Source: an optimization exercise on an open RTL-to-GDS flow (aim: small area). Production flows keep margins and buffers that such runs may drop. Where RTL was checked, it was by simulation tests only, not by an equivalence proof against the original. Power and IR drop assume default switching activity.

==> flow/design.v <==
`timescale 1ns / 1ps
module VGA(
input clk, rst,
input [7:0] rect_color,
output reg hsync,vsync,
output reg [7:0] color
    );
reg [1:0] q;
always @(posedge clk or posedge rst) begin
  if (rst) q <= 2'b00;
  else     q <= {q[0], ~q[1]};
end
wire tick = q[1] & q[0];
reg [9:0] h;
reg [9:0] v;
wire hw = h[9] & h[8] & h[5];           
wire vw = v[9] & v[3] & v[0];           
always @(posedge clk or posedge rst) begin
  if (rst) begin
    h <= 10'd0;
    v <= 10'd0;
  end else if (tick) begin
    if (hw) begin
      h <= 10'd0;
      v <= vw ? 10'd0 : v + 1'b1;
    end else
      h <= h + 1'b1;
  end
end
wire hp = h[9] & ~h[8] & h[7] & (h[6] | h[5] | h[4]) & ~(h[6] & h[5] & h[4]);
wire vp = (v[8:1] == 8'b11110101);
always @(posedge clk or posedge rst) begin
  if (rst) begin
    hsync <= 1'b0;
    vsync <= 1'b0;
  end else if (tick) begin
    hsync <= ~hp;
    vsync <= ~vp;
  end
end
wire frame = tick & ~vsync & ~vp;
reg [2:0] k8;
reg [1:0] m3;
always @(posedge clk or posedge rst) begin
  if (rst) begin
    k8 <= 3'd0;
    m3 <= 2'd0;
  end else if (frame) begin
    k8 <= k8 + 1'b1;
    m3 <= m3[1] ? 2'd0 : m3 + 1'b1;
  end
end
wire [2:0] L = k8[2] ? (~k8 + 1'b1) : k8;
wire [1:0] D = {~(k8[0] ^ (m3 == 2'd0)), k8[0]};
wire hreg = ~(h[9] & (h[8] | (h[7] & (h[6:0] != 7'd0))));
wire vreg = ~(v[8] & v[7] & v[6] & v[5] & (v[4:0] != 5'd0)) & ~v[9];
wire xlo = (h[9:2] != 8'd0) | (~L[2] & (h[1:0] >= L[1:0]));
wire xhi = (h[9:2] == 8'b10011111) ? ({1'b0, h[1:0]} <= L) :
           ~(h[9] & h[7]) | (L == 3'd4);
wire ylo = (v[9:2] != 8'd0) | (v[1:0] >= D);
wire yhi = (v[8:0] == 9'd478) ? (D != 2'd0) :
           (v[8:0] == 9'd479) ? D[1] :
           (v[8:0] == 9'd480) ? (D == 2'd3) : 1'b1;
wire inreg = hreg & vreg;
wire inrect = xlo & xhi & ylo & yhi;
always @(posedge clk or posedge rst) begin
  if (rst)
    color <= 8'b0000_0000;
  else if (tick)
    color <= inreg ? (inrect ? rect_color : 8'b0000_0011) : 8'b0000_0000;
end
endmodule
clock: 10.0 ns
lec_check: 0
cap_margin: 20
core_margin: 2
core_utilization: 40
slew_margin: 20
run.sh (not shown) runs the stock make flow with config.mk's settings and CLKGATE_MAP_FILE= SYNTH_SCRIPT=/design/flow/synth_recipe.tcl, a recipe that flattens the netlist after the stock synthesis.
Then changed:
==> flow/design.v (replaced) <==
`timescale 1ns / 1ps
module VGA(
input clk, rst,
input [7:0] rect_color,
output reg hsync,vsync,
output reg [7:0] color
    );
reg [1:0] q;
always @(posedge clk or posedge rst) begin
  if (rst) q <= 2'b00;
  else     q <= {q[0], ~q[1]};
end
wire tick = q[1] & q[0];
reg [9:0] h;
reg [9:0] v;
wire hw = h[9] & h[8] & h[5];           
wire vw = v[9] & v[3] & v[0];           
wire hwrap = tick & hw;
wire vwrap = hwrap & vw;
wire [9:0] hinc = h + {9'd0, tick};
wire [9:0] vinc = v + {9'd0, hwrap};
always @(posedge clk or posedge rst) begin
  if (rst) begin
    h <= 10'd0;
    v <= 10'd0;
  end else begin
    h <= hinc & ~{hwrap, hwrap, 2'b00, hwrap, 4'b0000, hwrap};
    v <= vinc & ~{vwrap, 5'b00000, vwrap, 1'b0, vwrap, 1'b0};
  end
end
wire hp = h[9] & ~h[8] & h[7] & (h[6] | h[5] | h[4]) & ~(h[6] & h[5] & h[4]);
wire vp = (v[8:1] == 8'b11110101);
always @(posedge clk or posedge rst) begin
  if (rst) begin
    hsync <= 1'b0;
    vsync <= 1'b0;
  end else if (tick) begin
    hsync <= ~hp;
    vsync <= ~vp;
  end
end
wire frame = tick & ~vsync & ~vp;
reg [2:0] k8;
reg [1:0] m3;
always @(posedge clk or posedge rst) begin
  if (rst) begin
    k8 <= 3'd0;
    m3 <= 2'd0;
  end else if (frame) begin
    k8 <= k8 + 1'b1;
    m3 <= {m3[0], ~(m3[1] | m3[0])};
  end
end
wire z = ~(m3[1] | m3[0]);
wire p = k8[0];
wire d_ge1 = p | ~z;
wire d_ge2 = ~(p ^ z);
wire d_ge3 = p & z;
wire l_ge1 = k8 != 3'd0;
wire l_ge2 = (k8[2] ^ k8[1]) | (k8[1] & ~k8[0]) | (k8[2] & ~k8[1] & ~k8[0]);
wire l_ge3 = k8 == 3'd3 || k8 == 3'd4 || k8 == 3'd5;
wire l_ge4 = k8 == 3'd4;
wire h_lo = h[9:2] == 8'd0;               
wire h_hi = h[9:2] == 8'b10011111;        
wire h_640 = h[9] & h[7] & ~h[8];         
wire v_lo = v[9:2] == 8'd0;               
wire v_hi = v[8:2] == 7'b1110111;         
wire v_480 = v[8] & v[7] & v[6] & v[5];   
wire hreg = ~(h[9] & (h[8] | (h[7] & (h[6:0] != 7'd0))));
wire vreg = ~v[9] & ~(v[8] & v[7] & v[6] & v[5] & (v[4:0] != 5'd0));
wire xout = (h_lo & ((h[1:0] == 2'd0 & l_ge1) | (h[1:0] == 2'd1 & l_ge2) |
                     (h[1:0] == 2'd2 & l_ge3) | (h[1:0] == 2'd3 & l_ge4))) |
            (h_hi & ((h[1:0] == 2'd1 & ~l_ge1) | (h[1:0] == 2'd2 & ~l_ge2) |
                     (h[1:0] == 2'd3 & ~l_ge3))) |
            (h_640 & ~l_ge4);
wire yout = (v_lo & ((v[1:0] == 2'd0 & d_ge1) | (v[1:0] == 2'd1 & d_ge2) |
                     (v[1:0] == 2'd2 & d_ge3))) |
            (v_hi & v[1] & ~v[0] & ~d_ge1) |
            (v_hi & v[1] & v[0] & ~d_ge2) |
            (v_480 & ~d_ge3);
wire inreg = hreg & vreg;
wire inrect = ~xout & ~yout;
always @(posedge clk or posedge rst) begin
  if (rst)
    color <= 8'b0000_0000;
  else if (tick)
    color <= inreg ? (inrect ? rect_color : 8'b0000_0011) : 8'b0000_0000;
end
endmodule
Outcome:
- die area decreases by 4.4%
- wire length went down by 5.7%
- power decreases by 0.51%
- synthesized cell count came out lower by 17%
- utilization decreases by 1.4 points
- clock skew climbs by 0.0034 ns
- combinational power goes up by about 2%
- worst setup slack stays flat
For the first run of this note, only the layout was checked, not whether the RTL still works.

==> static timing again, ports no longer ideal <==
How much do the figures lean on ideal ports? The routed layouts below were timed once more, with nothing changed but the port constraints.
Step 1 sets driving cells, clkbuf_16 on the clock port and buf_2 on the other inputs (assumed; they add their load-dependent delay and slew).
Step 2 times the ports against the registers' clock, not the clock port: input delays grow and output delays shrink by t, the midpoint of the rising clock arrivals with the driver on.
Three values: ideal, step 1, step 2; two values: the first two.
run | t (ns) | slack for setup (ns) | worst hold slack (ns) | worst slew at a driven data input, ns
the first run | 0.311 | 6.801 / 6.774 / 7.085 | 0.382 / 0.382 / 0.382 | 0.04
the second run | 0.306 | 6.801 / 6.776 / 7.046 | 0.377 / 0.377 / 0.377 | 0.04
After both steps every run listed still meets setup and hold.
